Source: an optimization exercise on an open RTL-to-GDS flow (aim: small area). Production flows keep margins and buffers that such runs may drop. Function was checked by simulation only, so behaviour that the tests miss may differ from the original. No activity file was given, so power comes from the tool's default toggle rates.

File: design/flow/config.mk
export PLATFORM = sky130hd
export DESIGN_NAME = breakout_top
export DESIGN_NICKNAME = breakout_top
export VERILOG_FILES = /design/flow/design.v
export SDC_FILE = /design/flow/constraint.sdc
export NUM_CORES = 4
export LEC_CHECK = 0
export CAP_MARGIN = 20
export CORE_MARGIN = 2
export CORE_UTILIZATION = 40
export SLEW_MARGIN = 20
File: design/flow/constraint.sdc
create_clock -name core_clock -period 25.0 [get_ports {sys_clk}]
set_input_delay 5.0000 -clock core_clock [delete_from_list [all_inputs] [get_ports {sys_clk}]]
set_output_delay 5.0000 -clock core_clock [all_outputs]
set_load 0.01 [all_outputs]
File: design/flow/design.v
`timescale 1ns / 1ns
module breakout_debounce #(
    parameter DEBOUNCE_TIME = 10000
)(
    input wire clk,
    input wire reset,
    input wire left_in,
    input wire right_in,
    input wire start_in,
    output reg left_out,
    output reg right_out,
    output reg start_out
);
    reg [19:0] left_counter;
    reg [19:0] right_counter;
    reg [19:0] start_counter;
    reg left_prev;
    reg right_prev;
    reg start_prev;
    always @(posedge clk or negedge reset) begin
        if (!reset) begin 
            left_out <= 0;
            left_prev <= 0;
            left_counter <= 0;
        end else begin
            left_prev <= left_in;
            if (left_in != left_prev) begin
                left_counter <= 0;
            end else if (left_counter < DEBOUNCE_TIME) begin
                left_counter <= left_counter + 1;
            end else begin
                left_out <= left_in;
            end
        end
    end
    always @(posedge clk or negedge reset) begin
        if (!reset) begin 
            right_out <= 0;
            right_prev <= 0;
            right_counter <= 0;
        end else begin
            right_prev <= right_in;
            if (right_in != right_prev) begin
                right_counter <= 0;
            end else if (right_counter < DEBOUNCE_TIME) begin
                right_counter <= right_counter + 1;
            end else begin
                right_out <= right_in;
            end
        end
    end
    always @(posedge clk or negedge reset) begin
        if (!reset) begin 
            start_out <= 0;
            start_prev <= 0;
            start_counter <= 0;
        end else begin
            start_prev <= start_in;
            if (start_in != start_prev) begin
                start_counter <= 0;
            end else if (start_counter < DEBOUNCE_TIME) begin
                start_counter <= start_counter + 1;
            end else begin 
                start_out <= start_in;
            end
        end
    end
endmodule
`timescale 1ns/1ps
module breakout_fsm(
    input wire sys_clk,
    input wire sys_rst_n,
    input wire start_key,
    input wire lose_sig,
    input wire win_sig,
    output reg [1:0]  game_state,
    output reg        game_reset
);
    localparam S_IDLE = 2'b00;
    localparam S_PLAY = 2'b01;
    localparam S_WIN  = 2'b10;
    localparam S_END  = 2'b11;
    reg [1:0] next_state;
    localparam IDLE_DELAY_MAX = 20'd5000; 
    reg [19:0] idle_delay_counter;
    wire idle_delay_done = (idle_delay_counter == IDLE_DELAY_MAX);
    always @(posedge sys_clk or negedge sys_rst_n) begin
        if(!sys_rst_n) begin
            idle_delay_counter <= 20'h0;
        end else begin
            if (game_state == S_IDLE && !idle_delay_done) begin
                idle_delay_counter <= idle_delay_counter + 1'b1;
            end else if (game_state != S_IDLE) begin
                idle_delay_counter <= 20'h0;
            end
        end
    end
    always @(posedge sys_clk or negedge sys_rst_n) begin
        if (!sys_rst_n) begin
            game_state <= S_IDLE;
        end else begin
            game_state <= next_state;
        end
    end
    always @(*) begin
        next_state = game_state;
        game_reset = 1'b0;
        case(game_state)
            S_IDLE: begin
                if (idle_delay_done && start_key) begin
                    next_state = S_PLAY;
                    game_reset = 1'b1;
                end
            end
            S_PLAY: begin
                if (lose_sig) begin
                    next_state = S_END;
                    game_reset = 1'b1;
                end else if (win_sig) begin
                    next_state = S_WIN;
                    game_reset = 1'b1;
                end
            end
            S_WIN: begin
                if (start_key) begin
                    next_state = S_IDLE;
                    game_reset = 1'b1;
                end
            end
            S_END: begin
                if (start_key) begin
                    next_state = S_IDLE;
                    game_reset = 1'b1;
                end
            end
            default: next_state = S_IDLE;
        endcase
    end
endmodule
`timescale 1ns/1ps
module MoveBall_logic (
    input wire vga_clk,
    input wire sys_rst_n,
    input wire [9:0] pix_x,
    input wire [9:0] pix_y,
    input wire left,
    input wire right,
    input wire [49:0] brick_collision,
    input wire [1:0]  game_state, 
    input wire        game_reset, 
    output reg [15:0] pix_data,
    output reg [9:0] ball_x, 
    output reg [9:0] ball_y,
    output reg [9:0] racket_x,
    output reg [9:0] racket_y,
    output reg       lose_sig 
);
    parameter H_VALID = 10'd640, V_VALID = 10'd480;
    parameter BLUE = 16'h001F, BLACK = 16'h0000, GREEN = 16'h07E0;
    parameter BALL_RADIUS = 5; 
    parameter RACKET_WIDTH = 80, RACKET_HEIGHT = 10;
    parameter FRAC_BITS = 7; 
    parameter RACKET_X_WIDTH = 10 + FRAC_BITS; 
    parameter BALL_POS_WIDTH = 10 + FRAC_BITS; 
    parameter FRAC_ONE = 1 << FRAC_BITS; 
    parameter BALL_SPEED_FP_STEP = FRAC_ONE / 4; 
    parameter RACKET_SPEED_FP_STEP = FRAC_ONE / 2; 
    parameter RACKET_MOVE_DIV = 120; 
    parameter BALL_MOVE_DIV   = 500; 
    parameter DRAW_MOVE_DIV = 4; 
    parameter DRAW_FP_STEP = 1; 
    reg ball_dx; 
    reg ball_dy; 
    reg left_pressed, right_pressed;
    reg [11:0] racket_move_cnt;
    reg [14:0] ball_move_cnt;  
    reg [1:0] draw_move_cnt; 
    reg [BALL_POS_WIDTH-1:0] ball_x_fp, ball_y_fp;      
    reg [BALL_POS_WIDTH-1:0] ball_x_draw_fp, ball_y_draw_fp; 
    reg [RACKET_X_WIDTH-1:0] racket_x_fp;
    reg hit_occurred; 
    reg [9:0] next_racket_x_int;    
    reg [RACKET_X_WIDTH-1:0] temp_racket_x_fp;
    reg [9:0] next_ball_x_int;      
    reg [9:0] next_ball_y_int;      
    reg [9:0] racket_x_int_temp;    
    reg [BALL_POS_WIDTH-1:0] next_ball_x_fp, next_ball_y_fp;
    reg next_ball_dx, next_ball_dy;
	 reg [19:0] dist_sq;
    reg is_ball, is_racket;
    always @(*) begin
        ball_x = ball_x_draw_fp[BALL_POS_WIDTH-1 : FRAC_BITS]; 
        ball_y = ball_y_draw_fp[BALL_POS_WIDTH-1 : FRAC_BITS]; 
        racket_x = racket_x_fp[RACKET_X_WIDTH-1 : FRAC_BITS];
        racket_y = 10'd440;
    end
    always @(posedge vga_clk or negedge sys_rst_n) begin
        if (!sys_rst_n) begin
            left_pressed <= 0;
            right_pressed <= 0;
        end else begin
            left_pressed <= ~left; 
            right_pressed <= ~right;
        end
    end
    always @(posedge vga_clk or negedge sys_rst_n) begin
        if (!sys_rst_n) begin
            racket_x_fp <= 280 << FRAC_BITS;
            racket_move_cnt <= 0;
        end else if (game_reset) begin
             racket_x_fp <= 280 << FRAC_BITS; 
        end else if (game_state == 2'b01) begin 
            racket_move_cnt <= racket_move_cnt + 1;
            if (racket_move_cnt >= RACKET_MOVE_DIV) begin
                racket_move_cnt <= 0;
                temp_racket_x_fp = racket_x_fp;
                if (left_pressed) begin 
                    temp_racket_x_fp = racket_x_fp - RACKET_SPEED_FP_STEP;
                end else if (right_pressed) begin
                    temp_racket_x_fp = racket_x_fp + RACKET_SPEED_FP_STEP;
                end
                next_racket_x_int = temp_racket_x_fp[RACKET_X_WIDTH-1 : FRAC_BITS];
                if (next_racket_x_int < RACKET_WIDTH/2) begin
                    racket_x_fp <= (RACKET_WIDTH/2) << FRAC_BITS;
                end else if (next_racket_x_int > H_VALID - RACKET_WIDTH/2) begin
                    racket_x_fp <= (H_VALID - RACKET_WIDTH/2) << FRAC_BITS;
                end else begin
                    racket_x_fp <= temp_racket_x_fp;
                end
            end
        end
    end
    always @(posedge vga_clk or negedge sys_rst_n) begin
        if (!sys_rst_n) begin
            hit_occurred <= 0;
        end else begin
            if (brick_collision != 50'd0) begin
                hit_occurred <= 1'b1; 
            end else if (ball_move_cnt == 0) begin
                hit_occurred <= 1'b0; 
            end
        end
    end
    always @(posedge vga_clk or negedge sys_rst_n) begin
        if (!sys_rst_n) begin
            ball_x_fp <= 320 << FRAC_BITS;
            ball_y_fp <= 240 << FRAC_BITS;
            ball_x_draw_fp <= 320 << FRAC_BITS; 
            ball_y_draw_fp <= 240 << FRAC_BITS; 
            ball_dx <= 0; ball_dy <= 0;
            ball_move_cnt <= 0;
            draw_move_cnt <= 0; 
            lose_sig <= 0;
        end else if (game_reset) begin
            ball_x_fp <= 320 << FRAC_BITS;
            ball_y_fp <= 240 << FRAC_BITS;
            ball_x_draw_fp <= 320 << FRAC_BITS; 
            ball_y_draw_fp <= 240 << FRAC_BITS; 
            ball_dx <= 0; ball_dy <= 0; 
            lose_sig <= 0;
        end else if (game_state == 2'b01) begin 
            ball_move_cnt <= ball_move_cnt + 1;
            if (ball_move_cnt >= BALL_MOVE_DIV - 1) begin 
                ball_move_cnt <= 0;
                next_ball_x_fp = ball_x_fp + (ball_dx ? -BALL_SPEED_FP_STEP : BALL_SPEED_FP_STEP);
                next_ball_y_fp = ball_y_fp + (ball_dy ? -BALL_SPEED_FP_STEP : BALL_SPEED_FP_STEP);
                next_ball_dx = ball_dx;
                next_ball_dy = ball_dy;
                next_ball_x_int = next_ball_x_fp[BALL_POS_WIDTH-1 : FRAC_BITS];
                next_ball_y_int = next_ball_y_fp[BALL_POS_WIDTH-1 : FRAC_BITS];
                racket_x_int_temp = racket_x_fp[RACKET_X_WIDTH-1 : FRAC_BITS];
                if (next_ball_x_int <= BALL_RADIUS) next_ball_dx = 0; 
                else if (next_ball_x_int >= H_VALID - BALL_RADIUS) next_ball_dx = 1; 
                if (next_ball_y_int <= BALL_RADIUS) next_ball_dy = 0; 
                if (next_ball_y_int >= racket_y - BALL_RADIUS && 
                    next_ball_y_int <= racket_y + RACKET_HEIGHT &&
                    next_ball_x_int >= racket_x_int_temp - RACKET_WIDTH/2 && 
                    next_ball_x_int <= racket_x_int_temp + RACKET_WIDTH/2) begin
                    next_ball_dy = 1; 
                end
                if (hit_occurred) begin
                    next_ball_dy = ~ball_dy; 
                end
                if (next_ball_y_int >= V_VALID - BALL_RADIUS) begin
                    lose_sig <= 1; 
                end else begin
                    ball_x_fp <= next_ball_x_fp;
                    ball_y_fp <= next_ball_y_fp;
                    ball_dx <= next_ball_dx;
                    ball_dy <= next_ball_dy;
                end
            end
            draw_move_cnt <= draw_move_cnt + 1;
            if (draw_move_cnt >= DRAW_MOVE_DIV - 1) begin
                draw_move_cnt <= 0;
                if (ball_x_draw_fp != ball_x_fp) begin
                    if (ball_x_fp > ball_x_draw_fp) ball_x_draw_fp <= ball_x_draw_fp + DRAW_FP_STEP;
                    else ball_x_draw_fp <= ball_x_draw_fp - DRAW_FP_STEP;
                end
                if (ball_y_draw_fp != ball_y_fp) begin
                    if (ball_y_fp > ball_y_draw_fp) ball_y_draw_fp <= ball_y_draw_fp + DRAW_FP_STEP;
                    else ball_y_draw_fp <= ball_y_draw_fp - DRAW_FP_STEP;
                end
            end
        end
    end
    always @(*) begin
        is_ball = 1'b0;
        is_racket = 1'b0;
        dist_sq = 20'd0;
        if (game_state == 2'b01) begin 
            dist_sq = (pix_x - ball_x) * (pix_x - ball_x) + (pix_y - ball_y) * (pix_y - ball_y);
            if (dist_sq <= (BALL_RADIUS * BALL_RADIUS)) is_ball = 1'b1;
            if (pix_x >= racket_x - RACKET_WIDTH/2 && pix_x <= racket_x + RACKET_WIDTH/2 &&
                pix_y >= racket_y && pix_y <= racket_y + RACKET_HEIGHT) begin
                is_racket = 1'b1;
            end
            if (is_ball) pix_data = BLUE; 
            else if (is_racket) pix_data = GREEN; 
            else pix_data = BLACK; 
        end else begin
            pix_data = BLACK; 
        end
    end
endmodule
`timescale 1ns/1ps
module VGA_Pic(
    input  wire        vga_clk,
    input  wire        sys_rst_n,
    input  wire [9:0]  pix_x,
    input  wire [9:0]  pix_y,
    input  wire [9:0]  ball_x,     
    input  wire [9:0]  ball_y,
    input  wire [1:0]  game_state, 
    input  wire        game_reset, 
    input  wire        clear_key,  
    output reg  [15:0] brick_data,
    output reg  [49:0] brick_collision,
    output reg         win_sig     
);
    parameter BRICK_ROWS    = 5;
    parameter BRICK_COLS    = 10;
    parameter BRICK_WIDTH   = 60;
    parameter BRICK_HEIGHT  = 20;
    parameter BRICK_GAP     = 2;
    parameter BRICK_START_X = 10;
    parameter BRICK_START_Y = 30;
    parameter BG_COLOR      = 16'h0000;
    parameter TEXT_RADIUS   = 3; 
    wire [15:0] ROW_COLORS [0:4];
    assign ROW_COLORS[0] = 16'hF800; 
    assign ROW_COLORS[1] = 16'hFD20; 
    assign ROW_COLORS[2] = 16'hFFE0; 
    assign ROW_COLORS[3] = 16'h07E0; 
    assign ROW_COLORS[4] = 16'h001F; 
    reg [49:0] brick_status; 
    wire [9:0] brick_total_w = BRICK_WIDTH + BRICK_GAP;
    wire [9:0] brick_total_h = BRICK_HEIGHT + BRICK_GAP;
    wire [9:0] col_idx = (pix_x - BRICK_START_X) / brick_total_w;
    wire [9:0] row_idx = (pix_y - BRICK_START_Y) / brick_total_h;
    wire valid_region = (pix_x >= BRICK_START_X) && (pix_x < BRICK_START_X + BRICK_COLS * brick_total_w) &&
                        (pix_y >= BRICK_START_Y) && (pix_y < BRICK_START_Y + BRICK_ROWS * brick_total_h);
    wire on_brick_face = ((pix_x - BRICK_START_X) % brick_total_w < BRICK_WIDTH) &&
                         ((pix_y - BRICK_START_Y) % brick_total_h < BRICK_HEIGHT);
    wire [5:0] current_brick_id = row_idx * BRICK_COLS + col_idx;
    wire is_brick_pixel = valid_region && on_brick_face && brick_status[current_brick_id];
    integer i;
    always @(posedge vga_clk or negedge sys_rst_n) begin
        if (!sys_rst_n) begin
            brick_status <= {50{1'b1}}; 
            win_sig <= 1'b0;
        end else if (game_reset) begin
            brick_status <= {50{1'b1}}; 
            win_sig <= 1'b0;
        end else begin
            for (i = 0; i < 50; i = i + 1) begin
                if (brick_collision[i]) brick_status[i] <= 1'b0;
            end
            if (clear_key && game_state == 2'b01) brick_status <= 50'd0;
            if (brick_status == 50'd0) win_sig <= 1'b1;
            else win_sig <= 1'b0;
        end
    end
    integer r, c;
    always @(*) begin
        brick_collision = 50'b0; 
        if (game_state == 2'b01) begin
            for (r = 0; r < BRICK_ROWS; r = r + 1) begin
                for (c = 0; c < BRICK_COLS; c = c + 1) begin
                    if (brick_status[r * BRICK_COLS + c]) begin
                        if (ball_x + 8 >= BRICK_START_X + c * brick_total_w && 
                            ball_x - 8 <  BRICK_START_X + c * brick_total_w + BRICK_WIDTH && 
                            ball_y + 8 >= BRICK_START_Y + r * brick_total_h && 
                            ball_y - 8 <  BRICK_START_Y + r * brick_total_h + BRICK_HEIGHT) begin
                            brick_collision[r * BRICK_COLS + c] = 1'b1;
                        end
                    end
                end
            end
        end
    end
    function automatic is_round_rect;
        input [9:0] x_in, y_in;
        input [9:0] x1, y1, x2, y2; 
        input [9:0] R;
        reg is_rect;
        begin
            is_rect = 1'b1;
            if (x_in < x1 || x_in >= x2 || y_in < y1 || y_in >= y2) begin
                is_rect = 1'b0;
            end else if (R > 0) begin
                if (x_in < x1 + R && y_in < y1 + R) is_rect = 1'b0;
                else if (x_in >= x2 - R && y_in < y1 + R) is_rect = 1'b0;
                else if (x_in < x1 + R && y_in >= y2 - R) is_rect = 1'b0;
                else if (x_in >= x2 - R && y_in >= y2 - R) is_rect = 1'b0;
            end
            is_round_rect = is_rect;
        end
    endfunction
    reg is_text_pixel;
    wire [9:0] tx = pix_x; 
    wire [9:0] ty = pix_y;
    wire [11:0] diag_calc_lhs = (tx >= 320) ? ((tx - 320) * 3) : 12'd0; 
    wire [11:0] diag_calc_rhs = (ty >= 200) ? ((ty - 200) * 2) : 12'd0;
    wire [11:0] diag_calc_end_n_x = (tx >= 300) ? (tx - 300) : 12'd0;
    wire [11:0] diag_calc_end_n_y = (ty >= 200) ? (ty - 200) : 12'd0;
    wire [11:0] r_x_diff = (tx >= 340) ? (tx - 340) : 12'd0;
    wire [11:0] r_y_diff = (ty >= 235) ? (ty - 235) : 12'd0;
    wire [12:0] r_lhs = r_y_diff * 6;
    wire [12:0] r_rhs = r_x_diff * 5; 
    always @(*) begin
        is_text_pixel = 0;
        if (game_state == 2'b00) begin  
            if(is_round_rect(tx, ty, 180, 200, 220, 210, TEXT_RADIUS)) is_text_pixel = 1;  
            if(is_round_rect(tx, ty, 180, 225, 220, 235, TEXT_RADIUS)) is_text_pixel = 1;  
            if(is_round_rect(tx, ty, 180, 250, 220, 260, TEXT_RADIUS)) is_text_pixel = 1;  
            if(is_round_rect(tx, ty, 180, 200, 190, 235, TEXT_RADIUS)) is_text_pixel = 1;  
            if(is_round_rect(tx, ty, 210, 225, 220, 260, TEXT_RADIUS)) is_text_pixel = 1;  
            if(is_round_rect(tx, ty, 230, 200, 270, 210, TEXT_RADIUS)) is_text_pixel = 1;  
            if(is_round_rect(tx, ty, 245, 200, 255, 260, TEXT_RADIUS)) is_text_pixel = 1;  
            if(is_round_rect(tx, ty, 280, 200, 320, 210, TEXT_RADIUS)) is_text_pixel = 1;  
            if(is_round_rect(tx, ty, 280, 225, 320, 235, TEXT_RADIUS)) is_text_pixel = 1;  
            if(is_round_rect(tx, ty, 280, 200, 290, 260, TEXT_RADIUS)) is_text_pixel = 1;  
            if(is_round_rect(tx, ty, 310, 200, 320, 260, TEXT_RADIUS)) is_text_pixel = 1;  
            if(is_round_rect(tx, ty, 330, 200, 340, 260, TEXT_RADIUS)) is_text_pixel = 1; 
            if(is_round_rect(tx, ty, 340, 200, 370, 210, TEXT_RADIUS)) is_text_pixel = 1;  
            if(is_round_rect(tx, ty, 340, 225, 370, 235, TEXT_RADIUS)) is_text_pixel = 1;  
            if(is_round_rect(tx, ty, 360, 200, 370, 235, TEXT_RADIUS)) is_text_pixel = 1;  
            if(tx >= 340 && tx < 370 && ty >= 235 && ty < 260) begin
                if(r_lhs >= r_rhs - 30 && r_lhs <= r_rhs + 30) begin
                    is_text_pixel = 1;
                end
            end
            if(is_round_rect(tx, ty, 380, 200, 420, 210, TEXT_RADIUS)) is_text_pixel = 1;  
            if(is_round_rect(tx, ty, 395, 200, 405, 260, TEXT_RADIUS)) is_text_pixel = 1;  
        end
        else if (game_state == 2'b10) begin  
            if(is_round_rect(tx, ty, 240, 200, 250, 260, TEXT_RADIUS)) is_text_pixel = 1;  
            if(is_round_rect(tx, ty, 270, 200, 280, 260, TEXT_RADIUS)) is_text_pixel = 1;  
            if(is_round_rect(tx, ty, 250, 250, 270, 260, TEXT_RADIUS)) is_text_pixel = 1;  
            if(is_round_rect(tx, ty, 255, 230, 265, 250, TEXT_RADIUS)) is_text_pixel = 1;  
            if(is_round_rect(tx, ty, 295, 200, 305, 260, TEXT_RADIUS)) is_text_pixel = 1; 
            if(is_round_rect(tx, ty, 320, 200, 330, 260, TEXT_RADIUS)) is_text_pixel = 1;  
            if(is_round_rect(tx, ty, 350, 200, 360, 260, TEXT_RADIUS)) is_text_pixel = 1;  
            if(tx >= 330 && tx < 350 && ty >= 200 && ty < 260) begin
                if(diag_calc_lhs >= diag_calc_rhs - 5 && diag_calc_lhs <= diag_calc_rhs + 5) 
                    is_text_pixel = 1;
            end
        end
        else if (game_state == 2'b11) begin  
            if(is_round_rect(tx, ty, 240, 200, 250, 260, TEXT_RADIUS)) is_text_pixel = 1;  
            if(is_round_rect(tx, ty, 240, 200, 280, 210, TEXT_RADIUS)) is_text_pixel = 1;  
            if(is_round_rect(tx, ty, 240, 225, 270, 235, TEXT_RADIUS)) is_text_pixel = 1;  
            if(is_round_rect(tx, ty, 240, 250, 280, 260, TEXT_RADIUS)) is_text_pixel = 1;  
            if(is_round_rect(tx, ty, 290, 200, 300, 260, TEXT_RADIUS)) is_text_pixel = 1;  
            if(is_round_rect(tx, ty, 320, 200, 330, 260, TEXT_RADIUS)) is_text_pixel = 1;  
            if(tx >= 300 && tx < 320 && ty >= 200 && ty < 260) begin
                if( diag_calc_end_n_x * 3 >= diag_calc_end_n_y - 3 && diag_calc_end_n_x * 3 <= diag_calc_end_n_y + 3)
                    is_text_pixel = 1; 
            end
            if(is_round_rect(tx, ty, 340, 200, 350, 260, TEXT_RADIUS)) is_text_pixel = 1; 
            if(is_round_rect(tx, ty, 340, 200, 380, 260, 7)) begin 
                if(tx >= 350 && tx < 370 && ty >= 210 && ty < 250) begin
                    is_text_pixel = 0;
                end else begin
                    is_text_pixel = 1; 
                end
            end
        end
    end
    always @(posedge vga_clk or negedge sys_rst_n) begin
        if (!sys_rst_n) brick_data <= BG_COLOR;
        else begin
            if (game_state == 2'b01) begin 
                if (is_brick_pixel) begin
                    if(row_idx < 5) brick_data <= ROW_COLORS[row_idx];
                    else brick_data <= BG_COLOR;
                end else begin
                    brick_data <= BG_COLOR;
                end
            end
            else begin 
                case(game_state)
                    2'b00: brick_data <= is_text_pixel ? 16'h07E0 : BG_COLOR;
                    2'b10: brick_data <= is_text_pixel ? 16'h001F : BG_COLOR;
                    2'b11: brick_data <= is_text_pixel ? 16'hF800 : BG_COLOR;
                    default: brick_data <= BG_COLOR;
                endcase
            end
        end
    end
endmodule
`timescale 1ns/1ps
module VGA_Ctrl(
    input  wire        vga_clk,     
    input  wire        sys_rst_n,   
    input  wire [15:0] pix_data,    
    output wire [9:0]  pix_x,       
    output wire [9:0]  pix_y,       
    output wire        hsync,       
    output wire        vsync,       
    output wire [15:0] rgb          
);
localparam H_SYNC_PULSE  = 10'd96;
localparam H_BACK_PORCH  = 10'd40;
localparam H_LEFT_BORDER = 10'd8;
localparam H_ACTIVE      = 10'd640;
localparam H_RIGHT_BORDER= 10'd8;
localparam H_FRONT_PORCH = 10'd8;
localparam H_TOTAL_CYCLES= 10'd800;
localparam V_SYNC_PULSE  = 10'd2;
localparam V_BACK_PORCH  = 10'd25;
localparam V_TOP_BORDER  = 10'd8;
localparam V_ACTIVE      = 10'd480;
localparam V_BOTTOM_BORDER=10'd8;
localparam V_FRONT_PORCH = 10'd2;
localparam V_TOTAL_LINES = 10'd525;
localparam H_SYNC_END   = H_SYNC_PULSE;
localparam H_BP_END     = H_SYNC_END + H_BACK_PORCH;
localparam H_BORDER_END = H_BP_END + H_LEFT_BORDER;
localparam H_ACTIVE_END = H_BORDER_END + H_ACTIVE;
localparam H_FP_START   = H_ACTIVE_END + H_RIGHT_BORDER;
localparam V_SYNC_END   = V_SYNC_PULSE;
localparam V_BP_END     = V_SYNC_END + V_BACK_PORCH;
localparam V_BORDER_END = V_BP_END + V_TOP_BORDER;
localparam V_ACTIVE_END = V_BORDER_END + V_ACTIVE;
localparam V_FP_START   = V_ACTIVE_END + V_BOTTOM_BORDER;
reg [9:0] h_counter;
reg [9:0] v_counter;
wire in_h_active_region;
wire in_v_active_region;
wire in_active_display;
wire data_request_region;
always @(posedge vga_clk or negedge sys_rst_n) begin
    if (!sys_rst_n) begin
        h_counter <= 10'd0;
    end else begin
        if (h_counter == H_TOTAL_CYCLES - 1'd1) begin
            h_counter <= 10'd0;  
        end else begin
            h_counter <= h_counter + 1'd1;  
        end
    end
end
always @(posedge vga_clk or negedge sys_rst_n) begin
    if (!sys_rst_n) begin
        v_counter <= 10'd0;
    end else begin
        if (h_counter == H_TOTAL_CYCLES - 1'd1) begin
            if (v_counter == V_TOTAL_LINES - 1'd1) begin
                v_counter <= 10'd0;  
            end else begin
                v_counter <= v_counter + 1'd1;  
            end
        end
    end
end
assign hsync = (h_counter < H_SYNC_PULSE) ? 1'b1 : 1'b0;
assign vsync = (v_counter < V_SYNC_PULSE) ? 1'b1 : 1'b0;
assign in_h_active_region = (h_counter >= H_BORDER_END) && 
                           (h_counter < H_ACTIVE_END);
assign in_v_active_region = (v_counter >= V_BORDER_END) && 
                           (v_counter < V_ACTIVE_END);
assign in_active_display = in_h_active_region && in_v_active_region;
assign data_request_region = ((h_counter >= H_BORDER_END - 1'd1) && 
                             (h_counter < H_ACTIVE_END - 1'd1)) &&
                             in_v_active_region;
assign pix_x = data_request_region ? 
              (h_counter - (H_BORDER_END - 1'd1)) : 10'h3FF;
assign pix_y = data_request_region ? 
              (v_counter - V_BORDER_END) : 10'h3FF;
assign rgb = in_active_display ? pix_data : 16'h0000;
endmodule
`timescale 1ns/1ps
module breakout_top(
    input  wire sys_clk,
    input  wire sys_rst_n,
    input  wire left,
    input  wire right,
    input  wire up,
    input  wire clear_key,
    output wire hsync,
    output wire vsync,
    output wire [15:0] rgb
);
    wire vga_clk;
    wire [9:0] pix_x, pix_y;
    wire [15:0] ball_racket_data;
    wire [15:0] brick_data;
    wire [9:0] ball_x, ball_y;
    wire [9:0] racket_x, racket_y;
    wire [49:0] brick_collision;
    wire [1:0] game_state;
    wire win_sig;
    wire lose_sig;
    wire game_reset;
    wire [15:0] pix_data_mixed; 
    wire left_db;
    wire right_db;
    wire up_db;
    assign vga_clk = sys_clk;
    breakout_debounce #(.DEBOUNCE_TIME(200)) db_inst (
        .clk        (sys_clk),
        .reset      (sys_rst_n),
        .left_in    (left),
        .right_in   (right),
        .start_in   (up),
        .left_out   (left_db),
        .right_out  (right_db),
        .start_out  (up_db) 
    );
    breakout_fsm Game_Ctrl_inst(
        .sys_clk    (sys_clk),
        .sys_rst_n  (sys_rst_n),
        .start_key  (~up_db),
        .win_sig    (win_sig),
        .lose_sig   (lose_sig),
        .game_state (game_state),
        .game_reset (game_reset)
    );
    MoveBall_logic MoveBall_inst(
        .vga_clk    (vga_clk),
        .sys_rst_n  (sys_rst_n),
        .pix_x      (pix_x),
        .pix_y      (pix_y),
        .left       (left_db),
        .right      (right_db),
        .brick_collision(brick_collision),
        .game_state (game_state),
        .game_reset (game_reset),
        .pix_data   (ball_racket_data),
        .ball_x     (ball_x),
        .ball_y     (ball_y),
        .racket_x   (racket_x),
        .racket_y   (racket_y),
        .lose_sig   (lose_sig)
    );
    VGA_Pic vga_pic_inst(
        .vga_clk    (vga_clk),
        .sys_rst_n  (sys_rst_n),
        .pix_x      (pix_x),
        .pix_y      (pix_y),
        .ball_x     (ball_x),
        .ball_y     (ball_y),
        .game_state (game_state),
        .game_reset (game_reset),
        .clear_key  (clear_key),
        .brick_data (brick_data),
        .brick_collision(brick_collision),
        .win_sig    (win_sig)
    );
    assign pix_data_mixed = (brick_data != 16'h0000) ? brick_data : ball_racket_data;
    VGA_Ctrl vga_ctrl_inst(
        .vga_clk    (vga_clk),
        .sys_rst_n  (sys_rst_n),
        .pix_data   (pix_data_mixed),
        .pix_x      (pix_x),
        .pix_y      (pix_y),
        .hsync      (hsync),
        .vsync      (vsync),
        .rgb        (rgb)
    );
endmodule
File: design/flow/run.sh
#!/bin/bash
# synth_recipe.tcl (not shown) runs the flow's synth.tcl, then flattens the netlist and writes it again
# the make line also repeats each setting of config.mk as NAME=value (left out here)
make -C /OpenROAD-flow-scripts/flow DESIGN_CONFIG=/design/flow/config.mk WORK_HOME=/design/flow/orfs CLKGATE_MAP_FILE= SYNTH_SCRIPT=/design/flow/synth_recipe.tcl finish
==> results.txt <==
layout by cell type (no fill, tap or decap), types with 40 or more instances in the layout:
cell type  count
mux2i_1       44
fa_1         259
nand4_1       68
and3_1        44
o211ai_1      63
buf_4         57
nor2_1       460
a21oi_1      304
dfstp_2       65
o21ai_0      223
nor2b_1       50
inv_1        531
xor2_1        89
nand2b_1      51
ha_1         451
xnor2_1      241
nand2_1      378
and2_1        55
a31oi_1       50
nor3_1       108
nor4_1        54
o21bai_1      40
a21o_1        83
dfrtp_1      202
nand3_1      137
worst paths after layout:
kind | slack [ns] | startpoint | cells past startpoint | end
setup / recovery | 5.61 | vga_ctrl_inst.v_counter[0]$_DFFE_PN0N_ | 44 | rgb[1]
hold / removal | 0.44 | db_inst.right_out$_DFFE_PN0P_ | 1 | MoveBall_inst.right_pressed$_DFF_PN0_
setup reg to reg | 13.01 | vga_ctrl_inst.v_counter[0]$_DFFE_PN0N_ | 36 | vga_pic_inst.brick_data[9]$_DFF_PN0_
hold reg to reg | 0.44 | db_inst.right_out$_DFFE_PN0P_ | 1 | MoveBall_inst.right_pressed$_DFF_PN0_
max in group asynchronous | 18.96 | sys_rst_n | 2 | MoveBall_inst.ball_y_draw_fp[9]$_DFFE_PN0P_
min in group asynchronous | 4.44 | sys_rst_n | 1 | db_inst.left_counter[5]$_DFFE_PN0N_
routing by layer:
| metal | GRT usage | up-vias | share of wire | wire (um) |
|---|---|---|---|---|
| li1 | - | 16170 | - | - |
| met5 | 0 | - | 0 | 0 |
| met4 | 0.07101 | 0 | 0.031 | 3684 |
| met2 | 0.3867 | 1081 | 0.46 | 53650 |
| met1 | 0.3302 | 16630 | 0.45 | 53040 |
| met3 | 0.02547 | 194 | 0.058 | 6774 |
critical path: cells and delay by family (launching register included):
family                     cells  cell delay (ns)
AOI/OAI and AO/OA             15             3.78
DFF                            1             0.59
adders and majority gates     11             5.24
buffers and inverters          7             1.49
xor gates and xnor gates       1             0.14
and+or+nand+nor               10             2.51
flip-flops by register name (all words and copies together), names as in the netlist, 15 cells and up:
register                           count
MoveBall_inst.ball_move_cnt           15
vga_pic_inst.brick_status             50
db_inst.start_counter                 20
MoveBall_inst.ball_y_draw_fp          17
Game_Ctrl_inst.idle_delay_counter     20
db_inst.right_counter                 20
MoveBall_inst.ball_x_draw_fp          17
db_inst.left_counter                  20
metrics by stage:
stage | hold slack (ns) | std cells
2_1_floorplan | 0.4042 | 4675
3_3_place_gp | 0.4357 | 5862
3_5_place_dp | 0.4455 | 5863
4_1_cts | 0.4475 | 5924
5_1_grt | 0.4695 | 5924
6_report | 0.4373 | 5925
power by group through the flow:
stage               clock network, mW  logic (mW)  registers (mW)
detailed placement                  0      0.0195           0.445
floorplan                           0     0.00708           0.445
finish                          0.514      0.0185           0.438
global placement                    0      0.0193           0.445
CTS                             0.528      0.0196           0.438
global route                    0.544      0.0222           0.438
final cells by class:
type / instances / area, um^2
multi-input combinational: 3704 / 28880
inverter: 546 / 2054
clock buffer: 42 / 930.9
timing repair buffer: 81 / 683.2
antenna: 1 / 2.502
clock inverter: 19 / 231.5
sequential: 267 / 6763
tap: 1265 / 1583
fill: 9674 / 53890
cell families after synthesis:
family	synth area share
multiplexers	0.01642
XOR/XNOR	0.07582
buffers and inverters	0.07147
AND/OR/NAND/NOR	0.1918
adder cells (fa/ha/maj)	0.2827
AO/OA/AOI/OAI	0.1854
flip-flops	0.1764
==> results.txt <==
Flop pwr share 0.451; biggest cell delay along the critical path 0.82 ns; CTS tree done; Tot Pwr 0.9706 mW; Slew Viols, Final 0; Mapped Cells 4675; core area 0.09501 mm^2; Yosys top cell by area ha_1; Detailed Place HPWL 92420 um; most common cell in the netlist inv_1; DR pass1 iterations 6; Int Power 0.7323 mW; CP max stage cell a21boi_0; Synth async-reset ratio 1.000; static leakage 18.96 nW; Die Y 313.6 um; Setup Viol. Count Final 0; Max Cap Viol 0; hold-fix buffers at CTS 0; CP arrival 14.39 ns; CP Capture Type output pin; fin worst setup slack 5.609 ns; vias in the first global route 33400; grt total ovfl 0; Worst Setup Start Kind register; antenna-violating nets left 0; vias per cell 5.750; Switching Fraction 0.2456; Port Buf Inserts 23; PD cells 23.60 mW/mm^2; full die area 0.09834 mm^2; WL/cell 19.77 um; Die X 313.6 um; Placement Rows 113; Starting Density 0.4035; Syn-to-layout area delta 7.275%; total CTS buffers 34; CP dominant cell by count fa_1; RePlAce Congestion 0.9914; count of cell types in the netlist 116; CTS root buf clkbuf_16; fin util 0.4329; period utilisation layout 0.7756; synth warn 5; flops & latches, synth 267; I/O pin cnt 24; DP Area 0.03996 mm^2; H-Tree Depth 2; Hold Fails Final Rpt 0; outcome complete, no violations; Yosys top cell area share 0.1472; worst IR drop on VDD 0.05524 mV; hold crit path type reg -> reg; antenna violations before repair 2; post-synthesis sequential area ratio 0.1764; Resize count post-CTS 0; Syn Nets 5391; # clock sinks 267; CTS Buffer Depth 3; unrepaired setup endpoints after global routing no; drt total wl 117200 um; Combinational Power Share 0.019; Tmin final 19.39 ns; via count 34070; Avg Inst Size Synth 8.200 um^2; Synth Cell Area 0.03834 mm^2; Peak Freq 51.57 MHz; setup tns final 0 ns; top post-synthesis cells by area ha_1 (15%), fa_1 (14%), dfrtp_1 (13%); Worst Tran Pin Value 1.180 ns; Crit Path Category reg -> out; drt drc 0; final instance area 0.04113 mm^2; Worst-Skew Late Latency 0.59 ns; worst slack at placement 6.336 ns; synth cell count leaders inv_1 (531), nor2_1 (462), ha_1 (451); Slew HR 0.2070; first-pass GRT wire length 187300 um; postcts setup bufs 0; pin count of the biggest net entering global routing 162; layout cells sized above 1 0.05709; overall routing resource usage 0.2369; Clock Skew 0.04170 ns; clock share of power 0.530; CTS clk-pin slew, worst paths 0.06 ns; DR iter-0 viols 3126; Switching Power 0.2383 mW; Top FF cell, synth dfrtp_1; worst-path fanout max 19; worst path required time 20.00 ns; Final #Nets 5350; EDFF count, synth 0

## static timing again, ports no longer ideal
The results above use ideal ports. As a check the final layout listed here was re-extracted and re-timed, cells and wires unchanged. Step 1 assumes that a clkbuf_16 drives the clock port and a buf_2 every other input. Step 2 times the ports against the registers' clock, not the clock port: input delays grow and output delays shrink by t, the midpoint of the rising clock arrivals with the driver on. a / b / c = no drivers / after step 1 / after step 2; a / b = the first two.
shift t [ns]: 0.633
setup WS [ns]: 5.609 / 5.549 / 6.181
worst hold slack (ns): 0.437 / 0.437 / 0.437
worst setup path at the end: register to output
worst register clock-pin slew, ns: 0.07 / 0.07
After both steps this run still meets setup and hold. The setup slack of this run moves by -0.060 ns with the drivers and by +0.572 ns with both steps.
